What follows belongs to an exercise in optimizing a design on an open flow for small area; a production flow would make more cautious choices. Only simulation tests tie the RTL to the original design; equivalence was not proved. Power figures rest on the tool's default switching activity, not on a simulated workload.

==> inputs of run a <==
==> flow/design.v (excerpt) <==
module chen_unsigned_div (clk, rst_n, divide_en, dividend, divisor,
                          divide_error, divide_done, quotient, remainde);
  input         clk;
  input         rst_n;
  input         divide_en;
  input  [31:0] dividend;
  input  [31:0] divisor;
  output        divide_error;
  output        divide_done;
  output [31:0] quotient;
  output [31:0] remainde;
  wire [0:0] t0 = dividend[31];
  wire [0:0] g0_0 = ~t0 & divisor[0:0];
  wire [0:0] p0_0 = ~t0 | divisor[0:0];
  wire [1:0] b0 = {g0_0[0], 1'b0};
  wire [1:0] s0 = {b0[1], divisor[0:0] ^ b0[0:0]};
  wire q0 = ~s0[1] & ~|divisor[31:1];
  wire [0:0] r1 = t0 ^ ({1{q0}} & s0[0:0]);
  wire [31:0] x1 = {dividend[30:0], q0};
  wire [1:0] t1 = {r1, x1[31]};
  wire [1:0] g1_0 = ~t1 & divisor[1:0];
  wire [1:0] p1_0 = ~t1 | divisor[1:0];
  wire g1_1_1 = g1_0[1] | (p1_0[1] & g1_0[0]);
  wire p1_1_1 = p1_0[1] & p1_0[0];
  wire [2:0] b1 = {g1_1_1, g1_0[0], 1'b0};
  wire [2:0] s1 = {b1[2], divisor[1:0] ^ b1[1:0]};
  wire q1 = ~s1[2] & ~|divisor[31:2];
  wire [1:0] r2 = t1 ^ ({2{q1}} & s1[1:0]);
  wire [31:0] x2 = {x1[30:0], q1};
  wire [2:0] t2 = {r2, x2[31]};
  wire [2:0] g2_0 = ~t2 & divisor[2:0];
  wire [2:0] p2_0 = ~t2 | divisor[2:0];
  wire g2_1_1 = g2_0[1] | (p2_0[1] & g2_0[0]);
  wire p2_1_1 = p2_0[1] & p2_0[0];
  wire g2_2_2 = g2_0[2] | (p2_0[2] & g2_1_1);
  wire p2_2_2 = p2_0[2] & p2_1_1;
  wire [3:0] b2 = {g2_2_2, g2_1_1, g2_0[0], 1'b0};
  wire [3:0] s2 = {b2[3], divisor[2:0] ^ b2[2:0]};
  wire q2 = ~s2[3] & ~|divisor[31:3];
  wire [2:0] r3 = t2 ^ ({3{q2}} & s2[2:0]);
  wire [31:0] x3 = {x2[30:0], q2};
  wire [3:0] t3 = {r3, x3[31]};
  wire [3:0] g3_0 = ~t3 & divisor[3:0];
  wire [3:0] p3_0 = ~t3 | divisor[3:0];
  wire g3_1_1 = g3_0[1] | (p3_0[1] & g3_0[0]);
  wire p3_1_1 = p3_0[1] & p3_0[0];
  wire g3_1_3 = g3_0[3] | (p3_0[3] & g3_0[2]);
  ...
clock: 5.0 ns
lec_check: 0
abc_area: 1
cap_margin: 20
core_margin: 2
core_utilization: 50
slew_margin: 20
run.sh (not shown) runs the stock make flow with config.mk's settings and CLKGATE_MAP_FILE= SYNTH_SCRIPT=/design/flow/synth_recipe.tcl, a recipe that flattens the netlist after the stock synthesis.
==> inputs of run b, as changes to run a <==
--- a/flow/design.v
+++ b/flow/design.v
@@ -1131,13 +1131,23 @@
   wire [22:0] b21 = {g21_5_21, g21_5_20, g21_5_19, g21_5_18, g21_5_17, g21_5_16, g21_4_15, g21_4_14, g21_4_13, g21_4_12, g21_4_11, g21_4_10, g21_4_9, g21_4_8, g21_3_7, g21_3_6, g21_3_5, g21_3_4, g21_2_3, g21_2_2, g21_1_1, g21_0[0], 1'b0};
   wire [22:0] s21 = {b21[22], d_5[21:0] ^ b21[21:0]};
   wire q21 = ~s21[22] & ~|d_5[31:22];
   wire [21:0] r22 = t21 ^ ({22{q21}} & s21[21:0]);
   wire [31:0] x22 = {x21[30:0], q21};
-  wire [22:0] t22 = {r22, x22[31]};
-  wire [22:0] g22_0 = ~t22 & d_5[22:0];
-  wire [22:0] p22_0 = ~t22 | d_5[22:0];
+  reg        v_6;
+  reg [31:0] d_6;
+  reg [31:0] x_6;
+  reg [21:0] r_6;
+  always @(posedge clk) begin
+    v_6 <= rst_n & v_5;
+    d_6 <= d_5;
+    x_6 <= x22;
+    r_6 <= r22;
+  end
+  wire [22:0] t22 = {r_6, x_6[31]};
+  wire [22:0] g22_0 = ~t22 & d_6[22:0];
+  wire [22:0] p22_0 = ~t22 | d_6[22:0];
   wire g22_1_1 = g22_0[1] | (p22_0[1] & g22_0[0]);
   wire p22_1_1 = p22_0[1] & p22_0[0];
   wire g22_1_3 = g22_0[3] | (p22_0[3] & g22_0[2]);
   wire p22_1_3 = p22_0[3] & p22_0[2];
   wire g22_1_5 = g22_0[5] | (p22_0[5] & g22_0[4]);
@@ -1231,25 +1241,15 @@
   wire g22_5_21 = g22_3_21 | (p22_3_21 & g22_4_15);
   wire p22_5_21 = p22_3_21 & p22_4_15;
   wire g22_5_22 = g22_3_22 | (p22_3_22 & g22_4_15);
   wire p22_5_22 = p22_3_22 & p22_4_15;
   wire [23:0] b22 = {g22_5_22, g22_5_21, g22_5_20, g22_5_19, g22_5_18, g22_5_17, g22_5_16, g22_4_15, g22_4_14, g22_4_13, g22_4_12, g22_4_11, g22_4_10, g22_4_9, g22_4_8, g22_3_7, g22_3_6, g22_3_5, g22_3_4, g22_2_3, g22_2_2, g22_1_1, g22_0[0], 1'b0};
-  wire [23:0] s22 = {b22[23], d_5[22:0] ^ b22[22:0]};
-  wire q22 = ~s22[23] & ~|d_5[31:23];
+  wire [23:0] s22 = {b22[23], d_6[22:0] ^ b22[22:0]};
+  wire q22 = ~s22[23] & ~|d_6[31:23];
   wire [22:0] r23 = t22 ^ ({23{q22}} & s22[22:0]);
-  wire [31:0] x23 = {x22[30:0], q22};
-  reg        v_6;
-  reg [31:0] d_6;
-  reg [31:0] x_6;
-  reg [22:0] r_6;
-  always @(posedge clk) begin
-    v_6 <= rst_n & v_5;
-    d_6 <= d_5;
-    x_6 <= x23;
-    r_6 <= r23;
-  end
-  wire [23:0] t23 = {r_6, x_6[31]};
+  wire [31:0] x23 = {x_6[30:0], q22};
+  wire [23:0] t23 = {r23, x23[31]};
   wire [23:0] g23_0 = ~t23 & d_6[23:0];
   wire [23:0] p23_0 = ~t23 | d_6[23:0];
   wire g23_1_1 = g23_0[1] | (p23_0[1] & g23_0[0]);
   wire p23_1_1 = p23_0[1] & p23_0[0];
   wire g23_1_3 = g23_0[3] | (p23_0[3] & g23_0[2]);
@@ -1356,14 +1356,24 @@
   wire p23_5_23 = p23_3_23 & p23_4_15;
   wire [24:0] b23 = {g23_5_23, g23_5_22, g23_5_21, g23_5_20, g23_5_19, g23_5_18, g23_5_17, g23_5_16, g23_4_15, g23_4_14, g23_4_13, g23_4_12, g23_4_11, g23_4_10, g23_4_9, g23_4_8, g23_3_7, g23_3_6, g23_3_5, g23_3_4, g23_2_3, g23_2_2, g23_1_1, g23_0[0], 1'b0};
   wire [24:0] s23 = {b23[24], d_6[23:0] ^ b23[23:0]};
   wire q23 = ~s23[24] & ~|d_6[31:24];
   wire [23:0] r24 = t23 ^ ({24{q23}} & s23[23:0]);
-  wire [31:0] x24 = {x_6[30:0], q23};
-  wire [24:0] t24 = {r24, x24[31]};
-  wire [24:0] g24_0 = ~t24 & d_6[24:0];
-  wire [24:0] p24_0 = ~t24 | d_6[24:0];
+  wire [31:0] x24 = {x23[30:0], q23};
+  reg        v_7;
+  reg [31:0] d_7;
+  reg [31:0] x_7;
+  reg [23:0] r_7;
+  always @(posedge clk) begin
+    v_7 <= rst_n & v_6;
+    d_7 <= d_6;
+    x_7 <= x24;
+    r_7 <= r24;
+  end
+  wire [24:0] t24 = {r_7, x_7[31]};
+  wire [24:0] g24_0 = ~t24 & d_7[24:0];
+  wire [24:0] p24_0 = ~t24 | d_7[24:0];
   wire g24_1_1 = g24_0[1] | (p24_0[1] & g24_0[0]);
   wire p24_1_1 = p24_0[1] & p24_0[0];
   wire g24_1_3 = g24_0[3] | (p24_0[3] & g24_0[2]);
   wire p24_1_3 = p24_0[3] & p24_0[2];
   wire g24_1_5 = g24_0[5] | (p24_0[5] & g24_0[4]);
@@ -1469,17 +1479,17 @@
   wire g24_5_23 = g24_3_23 | (p24_3_23 & g24_4_15);
   wire p24_5_23 = p24_3_23 & p24_4_15;
   wire g24_5_24 = g24_4_24 | (p24_4_24 & g24_4_15);
   wire p24_5_24 = p24_4_24 & p24_4_15;
   wire [25:0] b24 = {g24_5_24, g24_5_23, g24_5_22, g24_5_21, g24_5_20, g24_5_19, g24_5_18, g24_5_17, g24_5_16, g24_4_15, g24_4_14, g24_4_13, g24_4_12, g24_4_11, g24_4_10, g24_4_9, g24_4_8, g24_3_7, g24_3_6, g24_3_5, g24_3_4, g24_2_3, g24_2_2, g24_1_1, g24_0[0], 1'b0};
-  wire [25:0] s24 = {b24[25], d_6[24:0] ^ b24[24:0]};
-  wire q24 = ~s24[25] & ~|d_6[31:25];
+  wire [25:0] s24 = {b24[25], d_7[24:0] ^ b24[24:0]};
+  wire q24 = ~s24[25] & ~|d_7[31:25];
   wire [24:0] r25 = t24 ^ ({25{q24}} & s24[24:0]);
-  wire [31:0] x25 = {x24[30:0], q24};
+  wire [31:0] x25 = {x_7[30:0], q24};
   wire [25:0] t25 = {r25, x25[31]};
-  wire [25:0] g25_0 = ~t25 & d_6[25:0];
-  wire [25:0] p25_0 = ~t25 | d_6[25:0];
+  wire [25:0] g25_0 = ~t25 & d_7[25:0];
+  wire [25:0] p25_0 = ~t25 | d_7[25:0];
   wire g25_1_1 = g25_0[1] | (p25_0[1] & g25_0[0]);
   wire p25_1_1 = p25_0[1] & p25_0[0];
   wire g25_1_3 = g25_0[3] | (p25_0[3] & g25_0[2]);
   wire p25_1_3 = p25_0[3] & p25_0[2];
   wire g25_1_5 = g25_0[5] | (p25_0[5] & g25_0[4]);
@@ -1591,27 +1601,27 @@
   wire g25_5_24 = g25_4_24 | (p25_4_24 & g25_4_15);
   wire p25_5_24 = p25_4_24 & p25_4_15;
   wire g25_5_25 = g25_4_25 | (p25_4_25 & g25_4_15);
   wire p25_5_25 = p25_4_25 & p25_4_15;
   wire [26:0] b25 = {g25_5_25, g25_5_24, g25_5_23, g25_5_22, g25_5_21, g25_5_20, g25_5_19, g25_5_18, g25_5_17, g25_5_16, g25_4_15, g25_4_14, g25_4_13, g25_4_12, g25_4_11, g25_4_10, g25_4_9, g25_4_8, g25_3_7, g25_3_6, g25_3_5, g25_3_4, g25_2_3, g25_2_2, g25_1_1, g25_0[0], 1'b0};
-  wire [26:0] s25 = {b25[26], d_6[25:0] ^ b25[25:0]};
-  wire q25 = ~s25[26] & ~|d_6[31:26];
+  wire [26:0] s25 = {b25[26], d_7[25:0] ^ b25[25:0]};
+  wire q25 = ~s25[26] & ~|d_7[31:26];
   wire [25:0] r26 = t25 ^ ({26{q25}} & s25[25:0]);
   wire [31:0] x26 = {x25[30:0], q25};
-  reg        v_7;
-  reg [31:0] d_7;
-  reg [31:0] x_7;
-  reg [25:0] r_7;
+  reg        v_8;
+  reg [31:0] d_8;
+  reg [31:0] x_8;
+  reg [25:0] r_8;
   always @(posedge clk) begin
-    v_7 <= rst_n & v_6;
-    d_7 <= d_6;
-    x_7 <= x26;
-    r_7 <= r26;
+    v_8 <= rst_n & v_7;
+    d_8 <= d_7;
+    x_8 <= x26;
+    r_8 <= r26;
   end
-  wire [26:0] t26 = {r_7, x_7[31]};
-  wire [26:0] g26_0 = ~t26 & d_7[26:0];
-  wire [26:0] p26_0 = ~t26 | d_7[26:0];
+  wire [26:0] t26 = {r_8, x_8[31]};
+  wire [26:0] g26_0 = ~t26 & d_8[26:0];
+  wire [26:0] p26_0 = ~t26 | d_8[26:0];
   wire g26_1_1 = g26_0[1] | (p26_0[1] & g26_0[0]);
   wire p26_1_1 = p26_0[1] & p26_0[0];
   wire g26_1_3 = g26_0[3] | (p26_0[3] & g26_0[2]);
   wire p26_1_3 = p26_0[3] & p26_0[2];
   wire g26_1_5 = g26_0[5] | (p26_0[5] & g26_0[4]);
@@ -1729,17 +1739,17 @@
   wire g26_5_25 = g26_4_25 | (p26_4_25 & g26_4_15);
   wire p26_5_25 = p26_4_25 & p26_4_15;
   wire g26_5_26 = g26_4_26 | (p26_4_26 & g26_4_15);
   wire p26_5_26 = p26_4_26 & p26_4_15;
   wire [27:0] b26 = {g26_5_26, g26_5_25, g26_5_24, g26_5_23, g26_5_22, g26_5_21, g26_5_20, g26_5_19, g26_5_18, g26_5_17, g26_5_16, g26_4_15, g26_4_14, g26_4_13, g26_4_12, g26_4_11, g26_4_10, g26_4_9, g26_4_8, g26_3_7, g26_3_6, g26_3_5, g26_3_4, g26_2_3, g26_2_2, g26_1_1, g26_0[0], 1'b0};
-  wire [27:0] s26 = {b26[27], d_7[26:0] ^ b26[26:0]};
-  wire q26 = ~s26[27] & ~|d_7[31:27];
+  wire [27:0] s26 = {b26[27], d_8[26:0] ^ b26[26:0]};
+  wire q26 = ~s26[27] & ~|d_8[31:27];
   wire [26:0] r27 = t26 ^ ({27{q26}} & s26[26:0]);
-  wire [31:0] x27 = {x_7[30:0], q26};
+  wire [31:0] x27 = {x_8[30:0], q26};
   wire [27:0] t27 = {r27, x27[31]};
-  wire [27:0] g27_0 = ~t27 & d_7[27:0];
-  wire [27:0] p27_0 = ~t27 | d_7[27:0];
+  wire [27:0] g27_0 = ~t27 & d_8[27:0];
+  wire [27:0] p27_0 = ~t27 | d_8[27:0];
   wire g27_1_1 = g27_0[1] | (p27_0[1] & g27_0[0]);
   wire p27_1_1 = p27_0[1] & p27_0[0];
   wire g27_1_3 = g27_0[3] | (p27_0[3] & g27_0[2]);
   wire p27_1_3 = p27_0[3] & p27_0[2];
   wire g27_1_5 = g27_0[5] | (p27_0[5] & g27_0[4]);
@@ -1865,17 +1875,27 @@
   wire g27_5_26 = g27_4_26 | (p27_4_26 & g27_4_15);
   wire p27_5_26 = p27_4_26 & p27_4_15;
   wire g27_5_27 = g27_4_27 | (p27_4_27 & g27_4_15);
   wire p27_5_27 = p27_4_27 & p27_4_15;
   wire [28:0] b27 = {g27_5_27, g27_5_26, g27_5_25, g27_5_24, g27_5_23, g27_5_22, g27_5_21, g27_5_20, g27_5_19, g27_5_18, g27_5_17, g27_5_16, g27_4_15, g27_4_14, g27_4_13, g27_4_12, g27_4_11, g27_4_10, g27_4_9, g27_4_8, g27_3_7, g27_3_6, g27_3_5, g27_3_4, g27_2_3, g27_2_2, g27_1_1, g27_0[0], 1'b0};
-  wire [28:0] s27 = {b27[28], d_7[27:0] ^ b27[27:0]};
-  wire q27 = ~s27[28] & ~|d_7[31:28];
+  wire [28:0] s27 = {b27[28], d_8[27:0] ^ b27[27:0]};
+  wire q27 = ~s27[28] & ~|d_8[31:28];
   wire [27:0] r28 = t27 ^ ({28{q27}} & s27[27:0]);
   wire [31:0] x28 = {x27[30:0], q27};
-  wire [28:0] t28 = {r28, x28[31]};
-  wire [28:0] g28_0 = ~t28 & d_7[28:0];
-  wire [28:0] p28_0 = ~t28 | d_7[28:0];
+  reg        v_9;
+  reg [31:0] d_9;
+  reg [31:0] x_9;
+  reg [27:0] r_9;
+  always @(posedge clk) begin
+    v_9 <= rst_n & v_8;
+    d_9 <= d_8;
+    x_9 <= x28;
+    r_9 <= r28;
+  end
+  wire [28:0] t28 = {r_9, x_9[31]};
+  wire [28:0] g28_0 = ~t28 & d_9[28:0];
+  wire [28:0] p28_0 = ~t28 | d_9[28:0];
   wire g28_1_1 = g28_0[1] | (p28_0[1] & g28_0[0]);
   wire p28_1_1 = p28_0[1] & p28_0[0];
   wire g28_1_3 = g28_0[3] | (p28_0[3] & g28_0[2]);
   wire p28_1_3 = p28_0[3] & p28_0[2];
   wire g28_1_5 = g28_0[5] | (p28_0[5] & g28_0[4]);
@@ -2007,27 +2027,17 @@
   wire g28_5_27 = g28_4_27 | (p28_4_27 & g28_4_15);
   wire p28_5_27 = p28_4_27 & p28_4_15;
   wire g28_5_28 = g28_4_28 | (p28_4_28 & g28_4_15);
   wire p28_5_28 = p28_4_28 & p28_4_15;
   wire [29:0] b28 = {g28_5_28, g28_5_27, g28_5_26, g28_5_25, g28_5_24, g28_5_23, g28_5_22, g28_5_21, g28_5_20, g28_5_19, g28_5_18, g28_5_17, g28_5_16, g28_4_15, g28_4_14, g28_4_13, g28_4_12, g28_4_11, g28_4_10, g28_4_9, g28_4_8, g28_3_7, g28_3_6, g28_3_5, g28_3_4, g28_2_3, g28_2_2, g28_1_1, g28_0[0], 1'b0};
-  wire [29:0] s28 = {b28[29], d_7[28:0] ^ b28[28:0]};
-  wire q28 = ~s28[29] & ~|d_7[31:29];
+  wire [29:0] s28 = {b28[29], d_9[28:0] ^ b28[28:0]};
+  wire q28 = ~s28[29] & ~|d_9[31:29];
   wire [28:0] r29 = t28 ^ ({29{q28}} & s28[28:0]);
-  wire [31:0] x29 = {x28[30:0], q28};
-  reg        v_8;
-  reg [31:0] d_8;
-  reg [31:0] x_8;
-  reg [28:0] r_8;
-  always @(posedge clk) begin
-    v_8 <= rst_n & v_7;
-    d_8 <= d_7;
-    x_8 <= x29;
-    r_8 <= r29;
-  end
-  wire [29:0] t29 = {r_8, x_8[31]};
-  wire [29:0] g29_0 = ~t29 & d_8[29:0];
-  wire [29:0] p29_0 = ~t29 | d_8[29:0];
+  wire [31:0] x29 = {x_9[30:0], q28};
+  wire [29:0] t29 = {r29, x29[31]};
+  wire [29:0] g29_0 = ~t29 & d_9[29:0];
+  wire [29:0] p29_0 = ~t29 | d_9[29:0];
   wire g29_1_1 = g29_0[1] | (p29_0[1] & g29_0[0]);
   wire p29_1_1 = p29_0[1] & p29_0[0];
   wire g29_1_3 = g29_0[3] | (p29_0[3] & g29_0[2]);
   wire p29_1_3 = p29_0[3] & p29_0[2];
   wire g29_1_5 = g29_0[5] | (p29_0[5] & g29_0[4]);
@@ -2167,17 +2177,27 @@
   wire g29_5_28 = g29_4_28 | (p29_4_28 & g29_4_15);
   wire p29_5_28 = p29_4_28 & p29_4_15;
   wire g29_5_29 = g29_4_29 | (p29_4_29 & g29_4_15);
   wire p29_5_29 = p29_4_29 & p29_4_15;
   wire [30:0] b29 = {g29_5_29, g29_5_28, g29_5_27, g29_5_26, g29_5_25, g29_5_24, g29_5_23, g29_5_22, g29_5_21, g29_5_20, g29_5_19, g29_5_18, g29_5_17, g29_5_16, g29_4_15, g29_4_14, g29_4_13, g29_4_12, g29_4_11, g29_4_10, g29_4_9, g29_4_8, g29_3_7, g29_3_6, g29_3_5, g29_3_4, g29_2_3, g29_2_2, g29_1_1, g29_0[0], 1'b0};
-  wire [30:0] s29 = {b29[30], d_8[29:0] ^ b29[29:0]};
-  wire q29 = ~s29[30] & ~|d_8[31:30];
+  wire [30:0] s29 = {b29[30], d_9[29:0] ^ b29[29:0]};
+  wire q29 = ~s29[30] & ~|d_9[31:30];
   wire [29:0] r30 = t29 ^ ({30{q29}} & s29[29:0]);
-  wire [31:0] x30 = {x_8[30:0], q29};
-  wire [30:0] t30 = {r30, x30[31]};
-  wire [30:0] g30_0 = ~t30 & d_8[30:0];
-  wire [30:0] p30_0 = ~t30 | d_8[30:0];
+  wire [31:0] x30 = {x29[30:0], q29};
+  reg        v_10;
+  reg [31:0] d_10;
+  reg [31:0] x_10;
+  reg [29:0] r_10;
+  always @(posedge clk) begin
+    v_10 <= rst_n & v_9;
+    d_10 <= d_9;
+    x_10 <= x30;
+    r_10 <= r30;
+  end
+  wire [30:0] t30 = {r_10, x_10[31]};
+  wire [30:0] g30_0 = ~t30 & d_10[30:0];
+  wire [30:0] p30_0 = ~t30 | d_10[30:0];
   wire g30_1_1 = g30_0[1] | (p30_0[1] & g30_0[0]);
   wire p30_1_1 = p30_0[1] & p30_0[0];
   wire g30_1_3 = g30_0[3] | (p30_0[3] & g30_0[2]);
   wire p30_1_3 = p30_0[3] & p30_0[2];
   wire g30_1_5 = g30_0[5] | (p30_0[5] & g30_0[4]);
@@ -2325,17 +2345,17 @@
   wire g30_5_29 = g30_4_29 | (p30_4_29 & g30_4_15);
   wire p30_5_29 = p30_4_29 & p30_4_15;
   wire g30_5_30 = g30_4_30 | (p30_4_30 & g30_4_15);
   wire p30_5_30 = p30_4_30 & p30_4_15;
   wire [31:0] b30 = {g30_5_30, g30_5_29, g30_5_28, g30_5_27, g30_5_26, g30_5_25, g30_5_24, g30_5_23, g30_5_22, g30_5_21, g30_5_20, g30_5_19, g30_5_18, g30_5_17, g30_5_16, g30_4_15, g30_4_14, g30_4_13, g30_4_12, g30_4_11, g30_4_10, g30_4_9, g30_4_8, g30_3_7, g30_3_6, g30_3_5, g30_3_4, g30_2_3, g30_2_2, g30_1_1, g30_0[0], 1'b0};
-  wire [31:0] s30 = {b30[31], d_8[30:0] ^ b30[30:0]};
-  wire q30 = ~s30[31] & ~|d_8[31:31];
+  wire [31:0] s30 = {b30[31], d_10[30:0] ^ b30[30:0]};
+  wire q30 = ~s30[31] & ~|d_10[31:31];
   wire [30:0] r31 = t30 ^ ({31{q30}} & s30[30:0]);
-  wire [31:0] x31 = {x30[30:0], q30};
+  wire [31:0] x31 = {x_10[30:0], q30};
   wire [31:0] t31 = {r31, x31[31]};
-  wire [31:0] g31_0 = ~t31 & d_8[31:0];
-  wire [31:0] p31_0 = ~t31 | d_8[31:0];
+  wire [31:0] g31_0 = ~t31 & d_10[31:0];
+  wire [31:0] p31_0 = ~t31 | d_10[31:0];
   wire g31_1_1 = g31_0[1] | (p31_0[1] & g31_0[0]);
   wire p31_1_1 = p31_0[1] & p31_0[0];
   wire g31_1_3 = g31_0[3] | (p31_0[3] & g31_0[2]);
   wire p31_1_3 = p31_0[3] & p31_0[2];
   wire g31_1_5 = g31_0[5] | (p31_0[5] & g31_0[4]);
@@ -2493,24 +2513,24 @@
   wire g31_5_30 = g31_4_30 | (p31_4_30 & g31_4_15);
   wire p31_5_30 = p31_4_30 & p31_4_15;
   wire g31_5_31 = g31_4_31 | (p31_4_31 & g31_4_15);
   wire p31_5_31 = p31_4_31 & p31_4_15;
   wire [32:0] b31 = {g31_5_31, g31_5_30, g31_5_29, g31_5_28, g31_5_27, g31_5_26, g31_5_25, g31_5_24, g31_5_23, g31_5_22, g31_5_21, g31_5_20, g31_5_19, g31_5_18, g31_5_17, g31_5_16, g31_4_15, g31_4_14, g31_4_13, g31_4_12, g31_4_11, g31_4_10, g31_4_9, g31_4_8, g31_3_7, g31_3_6, g31_3_5, g31_3_4, g31_2_3, g31_2_2, g31_1_1, g31_0[0], 1'b0};
-  wire [32:0] s31 = {b31[32], d_8[31:0] ^ b31[31:0]};
+  wire [32:0] s31 = {b31[32], d_10[31:0] ^ b31[31:0]};
   wire q31 = ~s31[32];
   wire [31:0] r32 = t31 ^ ({32{q31}} & s31[31:0]);
   wire [31:0] x32 = {x31[30:0], q31};
-  reg        v_9;
-  reg        e_9;
-  reg [31:0] x_9;
-  reg [31:0] r_9;
+  reg        v_11;
+  reg        e_11;
+  reg [31:0] x_11;
+  reg [31:0] r_11;
   always @(posedge clk) begin
-    v_9 <= rst_n & v_8;
-    e_9 <= ~|d_8;
-    x_9 <= x32;
-    r_9 <= r32;
+    v_11 <= rst_n & v_10;
+    e_11 <= ~|d_10;
+    x_11 <= x32;
+    r_11 <= r32;
   end
-  assign divide_done  = v_9;
-  assign divide_error = v_9 & e_9;
-  assign quotient     = x_9;
-  assign remainde     = r_9;
+  assign divide_done  = v_11;
+  assign divide_error = v_11 & e_11;
+  assign quotient     = x_11;
+  assign remainde     = r_11;
 endmodule
CTS_CLUSTER_DIAMETER = 80   (was not set)
CTS_CLUSTER_SIZE = 25   (was not set)
GPL_TIMING_DRIVEN = 0   (was not set)
==> impl_metrics.csv <==
group,metric,value,unit
routing,drt_iter0_markers,2449,
finish,multi_input_cells,5737,
run_status,status,"timing/DRC/antenna clean",
synth,synth_compound_area_frac,0.08271,
clocking,cts_sinks,986,
power_and_ir_drop,pwr-share-clk,0.280,
routing,m1WireLength,55.32,mm
routing,wl_per_cell,13.75,um
-- figures above: run b

==> impl_metrics.csv <==
group,metric,value,unit
run_status,status,"timing/DRC/antenna clean",
power_and_ir_drop,pwr-share-clk,0.343,
routing,drt_iter0_markers,2383,
synth,seq_area_frac_synth,0.3188,
routing,wl_per_cell,13.20,um
routing,m1WireLength,54.46,mm
setup_path,critPathTopFamily,"simple AND/OR/NAND/NOR gates",
synth,yosys_warnings,1,
clocking,cts_sinks,804,
-- figures above: run a

port drivers added, routing unchanged:
How much do the figures lean on ideal ports? The routed layouts below were timed once more, with nothing changed but the port constraints. Step 1 sets driving cells, clkbuf_16 on the clock port and buf_2 on the other inputs (assumed; they add their load-dependent delay and slew). Step 2, shift: input delay + t, output delay - t, t = (earliest + latest rising clock arrival at the registers) / 2. This alone moves slack from input paths to output paths. Three values: ideal ports, drivers, drivers and shift; two values: the first two.
run | t, ns | slack for setup (ns) | clock arrival spread, ns
run a | 0.736 | 0.121 / 0.121 / 0.026 | 0.044 / 0.043
run b | 0.743 | 0.322 / 0.335 / -0.369 | 0.034 / 0.034
With both steps, setup timing fails in run b, where it was met with ideal ports. For run b, which loses most, drivers alone change the setup slack by +0.013 ns; drivers and shift together by -0.691 ns.
